What follows belongs to an exercise in optimizing a design on an open flow for small area, a short achievable clock period and few clock cycles; a production flow would make more cautious choices.
Function was checked by simulation only, so behaviour that the tests miss may differ from the original.
No activity file was given, so power comes from the tool's default toggle rates.

==> flow/design.v, too long to show whole: its modules and the start of the top module <==
// module dot8: 1205 lines
// module matrix_mult: 60 lines
module matrix_mult #(parameter DW = 8, m = 8, n = 8)(
    input clk,
    input reset,
    input [DW-1:0] data_in,
    input start,
    output [2*DW-1:0] data_out,
    output reg done
);
  // ...
==> flow/run.sh <==
#!/bin/bash
# synth_recipe.tcl (not shown) runs the flow's synth.tcl, then flattens the netlist and writes it again
# the make line also repeats each setting of config.mk as NAME=value (left out here)
make -C /OpenROAD-flow-scripts/flow DESIGN_CONFIG=/design/flow/config.mk WORK_HOME=/design/flow/orfs CLKGATE_MAP_FILE= SYNTH_SCRIPT=/design/flow/synth_recipe.tcl finish
==> flow/config.mk <==
export PLATFORM = sky130hd
export DESIGN_NAME = matrix_mult
export DESIGN_NICKNAME = matrix_mult
export VERILOG_FILES = /design/flow/design.v
export SDC_FILE = /design/flow/constraint.sdc
export NUM_CORES = 4
export LEC_CHECK = 0
export CAP_MARGIN = 20
export CORE_MARGIN = 2
export CORE_UTILIZATION = 40
export PLACE_DENSITY = 0.6
export SLEW_MARGIN = 20
==> flow/constraint.sdc <==
create_clock -name core_clock -period 8.0 [get_ports {clk}]
set_input_delay 1.6000 -clock core_clock [delete_from_list [all_inputs] [get_ports {clk}]]
set_output_delay 1.6000 -clock core_clock [all_outputs]
set_load 0.01 [all_outputs]
==> results by group, run 1 <==
Final layout
  • Share of cells above drive strength 1: 8.55%
  • Ant diodes: 0
  • Non-clock buffer count: 35

Critical path
  • Worst setup SP type: register

Logic synthesis
  • Yosys Warn Count: 4
  • Cell Area, Synth: 0.0411 sq mm
  • Top cells by count, synth: 1145 x dfxtp_1, 508 x inv_1, 469 x fa_1
  • Complex-gate fraction of the synthesized area: 0.685%
  • Synth top area share: 55.8%
  • Mean Syn Cell Area: 13.9 sq um

Power and ir drop
  • Sequential share of power: 44.4%
  • Total power: 14.5 mW
  • Seq power: 6.42 mW

Status
  • Status: no timing/DRC/antenna violations

Clock tree
  • Num CTS Buffers: 110
  • # H-tree levels: 3
  • CTS tree: done
  • Buffer depth of the longest clock path: 3
  • Cts repair resizes: 0

Route
  • Starting DRT DRC Count: 966
  • Uppermost layer routed: met4

Place
  • DP Worst Slack: 3.42 ns
  • Placer Congestion: 0.904

Timing
  • Unrepaired setup endpoints after global routing: no
  • Slew HR: 34.5%

Global route
  • Largest net degree at the start of global routing: 63

Flow run
  • Maxcap violations: 0
Testbench counts, summed over its fixed seeds: cycles 6,024.
==> inputs of run 2 (changes only) <==
--- a/flow/config.mk
+++ b/flow/config.mk
@@ -9,4 +9,5 @@
 export CORE_MARGIN = 2
 export CORE_UTILIZATION = 40
 export PLACE_DENSITY = 0.6
+export SETUP_SLACK_MARGIN = 5
 export SLEW_MARGIN = 20
==> results by group, run 2 <==
Timing
  • Unrepaired setup endpoints after global routing: yes
  • Final worst slack: 3.84 ns
  • Layout Skew: 0.0432 ns
  • Slew HR: 32.8% (-1.7 points)
  • Period utilisation layout: 52.0%
  • Final Hold Vio Count: 0
  • Worst slew pin tran: 1.01 ns
  • Max-slew violations: 0
  • Min Tclk post-route: 4.16 ns
  • Hold Slack: 0.300 ns
  • Max Clk Rate: 240 MHz
  • TNS Setup: 0 ns
  • Final setup viols: 0

Final layout
  • Nets: 3711
  • Commonest cells after routing, fill and taps aside: 1102 x dfxtp_1, 427 x inv_1, 319 x fa_1
  • Post-Layout Cell Count: 4661
  • Cell area after layout: 0.0486 sq mm
  • Post-layout util: 47.7%
  • Largest registers: ar x512, bl x512, u_dot.st1 x96
  • Most common cell after layout, fill and taps aside: dfxtp_1
  • Area grow syn2layout: 18.3%
  • Share of cells above drive strength 1: 22.4% (+14 points)

Global route
  • Total grt overflow: 0
  • Largest net degree at the start of global routing: 65 (+3.2%)
  • Number of global-route vias before repair: 21.9k
  • Antenna violations before repair: 2
  • Gr usage total: 17.4%
  • First-pass GRT wire length: 135 mm

Logic synthesis
  • FFs w/ async S/R, synth: 0%
  • Seq/Total Area, Yosys: 60.4%
  • Register bit total from synthesis: 1209
  • Synth top area share: 55.8% (unchanged)
  • Mean Syn Cell Area: 13.9 sq um (unchanged)
  • Mapped Nets: 3480
  • Cell Area, Synth: 0.0411 sq mm (unchanged)
  • EDFF count, synth: 64
  • Yosys Warn Count: 4 (unchanged)
  • Most numerous cell in the Yosys netlist: dfxtp_1
  • Cell variety after synth: 48
  • Top cells by count, synth: 1145 x dfxtp_1, 508 x inv_1, 469 x fa_1
  • Post-Syn Instances: 2963
  • Synth area leader: dfxtp_1
  • Synth top area cells: dfxtp_1 56%, fa_1 23%, edfxtp_1 4.7%
  • Main synth FF type: dfxtp_1

Critical path
  • R2R cell count: 12
  • CP arrival: 4.79 ns
  • Crit path largest cell delay: 0.62 ns
  • Slowest-stage cell, CP: fa_2
  • Max Fanout on Critical Path: 3
  • Crit path top cell by count: fa_2
  • Setup CP Type: register to register
  • CP Capture Type: register
  • CP Cell Sequence: buf_6 > and2_4 > fa_1 > inv_2 > fa_2 > fa_2 > inv_2 > fa_2 > inv_2 > fa_2 > inv_1 > fa_2
  • Worst setup SP type: register
  • Critical Path RT: 8.63 ns

Flow run
  • Maxcap violations: 0 (unchanged)

Route
  • Vias: 20.1k
  • Starting DRT DRC Count: 1050 (+8.7%)
  • Post-route ant nets: 0
  • Number of remaining DRC errors: 0
  • WL/cell: 18.9 um
  • WL final: 88.2 mm
  • Vias per cell: 4.32
  • DR pass1 iterations: 5

Clock tree
  • Skew-Pair Late Insertion Delay: 0.71 ns
  • CTS tree: done
  • Clk slew on worst S/H paths: 0.07 ns
  • # H-tree levels: 3 (unchanged)
  • Num CTS Buffers: 111 (+0.91%)
  • Root buffer cell: clkbuf_16
  • CTS Sinks: 1209
  • Buffer depth of the longest clock path: 3 (unchanged)

Power and ir drop
  • Comb pwr share: 24.0%
  • VDD IR max: 0.408 mV
  • Internal Dissipation: 11.2 mW
  • Pleak: 20.2 nW
  • Sequential share of power: 41.3% (-3.1 points)
  • Sw Ratio: 28.1%
  • Net Sw Power: 4.36 mW
  • Power density over the cells: 319 mW/mm^2
  • Clock share of power: 34.6%
  • Total power: 15.5 mW (+7.3%)

Place
  • PortBufs: 27
  • Placed cells: 4361
  • DP Worst Slack: 3.76 ns (+0.342 ns)
  • Placer Congestion: 0.912 (+0.83%)
  • DP Area: 0.0435 sq mm
  • Post-detail-place hpwl: 65.7 mm

Floorplanning
  • Die area: 0.105 sq mm
  • Total core area: 0.102 sq mm
  • Row cnt: 117
  • Starting Density: 40.3%
  • Ports: 28
  • Die height: 325 um
  • Die X: 325 um

Worst hold path
  • Hold depth: 0
  • Min-Delay Path Class: register to register

Status
  • Status: no timing/DRC/antenna violations
[run 2: cell counts after synthesis]
Identical to the previous run, type by type.
[run 2: what timing repair did]
action | CTS | global route
pin swaps | 84 | 75
buffers inserted | 65 | 23
endpoints found under the hold margin | 0 | 0
gates resized for setup | 175 | 106
endpoints found under the setup margin | 94 | 80
hold buffers | 0 | 0
[run 2: final cells by class]
class | instances | area [sq um]
Antenna cell | 1 | 2.50
Clock buffer | 150 | 3120
Clock inverter | 61 | 732
Fill cell | 9059 | 53300
Inverter | 508 | 1910
Multi-Input combinational cell | 1238 | 15200
Sequential cell | 1209 | 24900
Tap cell | 1368 | 1710
Timing Repair Buffer | 126 | 1080
[run 2: metal layers]
metal	up-vias	part of all wire (%)	GRT usage (%)
met5	-	0	0
met4	0	3.7	6.25
li1	9267	-	-
met1	10254	45	23.0
met3	160	4.9	3.23
met2	448	47	28.5
[run 2: power groups by stage]
stage | Clock (mW) | Combinational [mW] | Sequential, mW
after global routing | 5.77 | 4.22 | 6.44
after global placement | 0 | 3.07 | 6.56
after floorplan | 0 | 2.36 | 6.52
after detailed placement | 0 | 3.09 | 6.56
final | 5.38 | 3.74 | 6.42
after CTS | 5.52 | 3.68 | 6.42
[run 2: logic make-up after synthesis]
kind of cell	Yosys count	share of synthesized area (%)
AND/OR/NAND/NOR	583	7.45
flip-flops	1209	60.4
adder cells (fa/ha/maj)	506	24.0
buffers and inverters	516	4.74
multiplexers	75	2.05
XOR/XNOR	32	0.682
AO/OA/AOI/OAI	42	0.685
[run 2: worst max-delay path, delay by kind of cell, from the launching register on]
kind                     cells  cell delay (ns)
adder cells (fa/ha/maj)      6             3.06
AND/OR/NAND/NOR              1             0.14
flip-flops                   1             0.52
buffers and inverters        5             0.36
[run 2: path summary, 6_finish.rpt]
kind	start	end	slack [ns]
max	arow[25]$_DFFE_PN_	u_dot.st1[48]$_DFF_P_	3.84
min	bl[6][2]$_DFF_P_	bl[7][2]$_DFF_P_	0.30
max reg2reg	arow[25]$_DFFE_PN_	u_dot.st1[48]$_DFF_P_	3.84
min reg2reg	bl[6][2]$_DFF_P_	bl[7][2]$_DFF_P_	0.30

-- what the ideal ports hide --
The flow's constraints put no driver on any port. The routed layouts listed below were extracted and timed again, unchanged, in two steps.
Step 1 assumes that a clkbuf_16 drives the clock port and a buf_2 every other input.
Step 2 adds t to the input delays and takes it off the output delays; t is the mean of the earliest and latest rising clock arrival at the registers after step 1. Input paths then give back, and output paths get back, about the clock's delay inside the block.
a / b / c = ideal / step 1 / step 2; a / b = the first two.
run | t (ns) | setup WS [ns] | worst hold slack (ns)
run 1 | 0.739 | 3.445 / 3.445 / 3.445 | 0.305 / 0.305 / 0.305
run 2 | 0.748 | 3.841 / 3.841 / 3.841 | 0.300 / 0.300 / 0.300
After both steps every run listed still meets setup and hold.
